Source: an optimization exercise on an open RTL-to-GDS flow (aim: small area, a short achievable clock period and few clock cycles). Production flows keep margins and buffers that such runs may drop.
At most, simulation tests tie the RTL to the original design; equivalence was not proved.

== rev 12 ==
// filter2d
module filter2d(
                input           clk,
                input           rstn,
                input           start,
                output reg      finish,
                output          cs,
                output          we,
                output [16:0]   addr,
                output [7:0]    din,
                input  [7:0]    dout,
                input           h_write,
                input  [3:0]    h_idx,
                input  [7:0]    h_data
);
reg        run, pend;
reg  [2:0] t;
reg  [7:0] s;
reg  [7:0] b;
wire t_last = (t == 3'd5);
wire done   = (t == 3'd0) && (s == 8'd2) && b[7];
wire go     = (start | pend) && (t_last || (t == 3'd0));
always @(posedge clk or negedge rstn) begin
    if (!rstn) begin
        run    <= 1'b0;
        pend   <= 1'b0;
        t      <= 3'd0;
        finish <= 1'b0;
    end else begin
        t      <= t_last ? 3'd0 : t + 3'd1;
        finish <= run & done;
        if (go) begin
            run  <= 1'b1;
            pend <= 1'b0;
        end else begin
            if (start) pend <= 1'b1;
            if (done)  run  <= 1'b0;
  ...
clock: 10.0 ns
lec_check: 0
cap_margin: 20
core_margin: 2
core_utilization: 40
slew_margin: 20
standard.sh (not shown) runs the stock make flow with config.mk's settings and CLKGATE_MAP_FILE= SYNTH_SCRIPT=/design/flow/synth_recipe.tcl, a recipe that flattens the netlist after the stock synthesis.
==> flow/flow/run.sh <==
#!/bin/bash
# Standard layout, with the timing repair aimed at a shorter period than the
# clock's (the SDC is unchanged; only repair_timing's setup margin is raised),
# and plain buffers on the ports.
set -euo pipefail
bash standard.sh SETUP_SLACK_MARGIN=7 TNS_END_PERCENT=5 CORE_UTILIZATION=65 CTS_CLUSTER_SIZE=24 CTS_CLUSTER_DIAMETER=80 MATCH_CELL_FOOTPRINT=0 'BUFFER_PORTS_ARGS=-buffer_cell sky130_fd_sc_hd__buf_2' finish > standard.log 2>&1
Testbench counts of rev 12, summed over its fixed seeds: cycles 1,573,008.
What rev 13 does differently from rev 12 at the input level:
--- a/flow/design.v
+++ b/flow/design.v
@@ -183,25 +183,32 @@
     trb <= (t == 3'd2) || (t == 3'd3);
     mkb <= ((t == 3'd2) || (t == 3'd3)) && (s == 8'd0);
 end
 wire [19:0] ff = fin(fb);
 wire [19:0] mf = fin({mb[20:19], 1'b0, mb[18:0]});    
 wire [19:0] nf = fin({nb[19:18], 2'b0, nb[17:0]});    
 always @(posedge clk) begin
     fa <= trb ? {mf[18], mf[18:0]} : ff;
     ma <= trb ? (mkb ? K[18:0] : {nf[17], nf[17:0]}) : mf[18:0];
     na <= trb ? K[17:0] : nf[17:0];
 end
 wire [7:0] pix = (ff[19:15] != 5'd0) ? 8'hff : ff[14:7];
-always @(posedge clk) if (trb) din_q <= pix;
+reg  [7:0] dh;
+reg        in3, in4;      
+always @(posedge clk) begin
+    in3 <= (t == 3'd3);
+    in4 <= (t == 3'd4);
+    if (in3) dh <= pix;
+    din_q <= in4 ? dh : pix;
+end
 endmodule
 module mul8cs(input [7:0] a, input [7:0] b, output [15:0] s, output [15:0] c);
 wire pp0_0 = a[0] & b[0];
 wire pp0_1 = a[1] & b[0];
 wire pp0_2 = a[2] & b[0];
 wire pp0_3 = a[3] & b[0];
 wire pp0_4 = a[4] & b[0];
 wire pp0_5 = a[5] & b[0];
 wire pp0_6 = a[6] & b[0];
 wire pp0_7 = a[7] & b[0];
 wire pp1_0 = a[0] & b[1];
 wire pp1_1 = a[1] & b[1];
[summary]
Higher count of placed standard cells including taps among rev 12 and rev 13: rev 13. Between rev 13 and rev 12, the share of the synthesized netlist area taken by xor and xnor gates does not differ in any meaningful way. Compared rev 13 against rev 12; later-pin clock latency in the skew report within noise. Count of clock buffers in the final design came out lower on rev 13 than on rev 12. In rev 13, the share of cells above drive strength 1 came out 1.4 points below the value in rev 12. Rev 12 has lower flip-flop and latch count than rev 13. Rev 13 vs rev 12, number of post-CTS setup repair buffers went up by 1. Cell area on rev 13 is behind rev 12. Side by side, initial standard-cell utilization of the core turned out higher in rev 13 than in rev 12. Post-synthesis cell count went up slightly going from rev 12 to rev 13. Cmp rev 13 vs rev 12: area of the mapped netlist higher in rev 13. Of rev 12 and rev 13, rev 12 shows the higher hold slack, with rev 13 below it.
For rev 13, only the layout was checked, not whether the RTL still works.

==> separate check: timing with driven ports <==
In the flow no input, the clock included, has a driving cell. The finished layouts below were timed again as built, in two steps. Step 1 (the two cells are an assumption about what drives the block):
set clk [get_ports {clk}]
set_driving_cell -lib_cell sky130_fd_sc_hd__clkbuf_16 $clk
set_driving_cell -lib_cell sky130_fd_sc_hd__buf_2 [delete_from_list [all_inputs] $clk]
Step 2, shift: input delay + t, output delay - t, t = (earliest + latest rising clock arrival at the registers) / 2. This alone moves slack from input paths to output paths. a / b / c = no drivers / after step 1 / after step 2; a / b = the first two.
run | t, ns | setup WS [ns] | hold WS [ns] | worst setup path after step 2 | slew at the worst register clock pin (ns)
rev 12 | 0.570 | 6.949 / 6.899 / 6.490 | 0.440 / 0.440 / 0.440 | input to register | 0.10 / 0.10
rev 13 | 0.572 | 6.938 / 6.887 / 6.479 | 0.391 / 0.391 / 0.391 | input to register | 0.10 / 0.10
After both steps setup and hold are still met in every run listed.
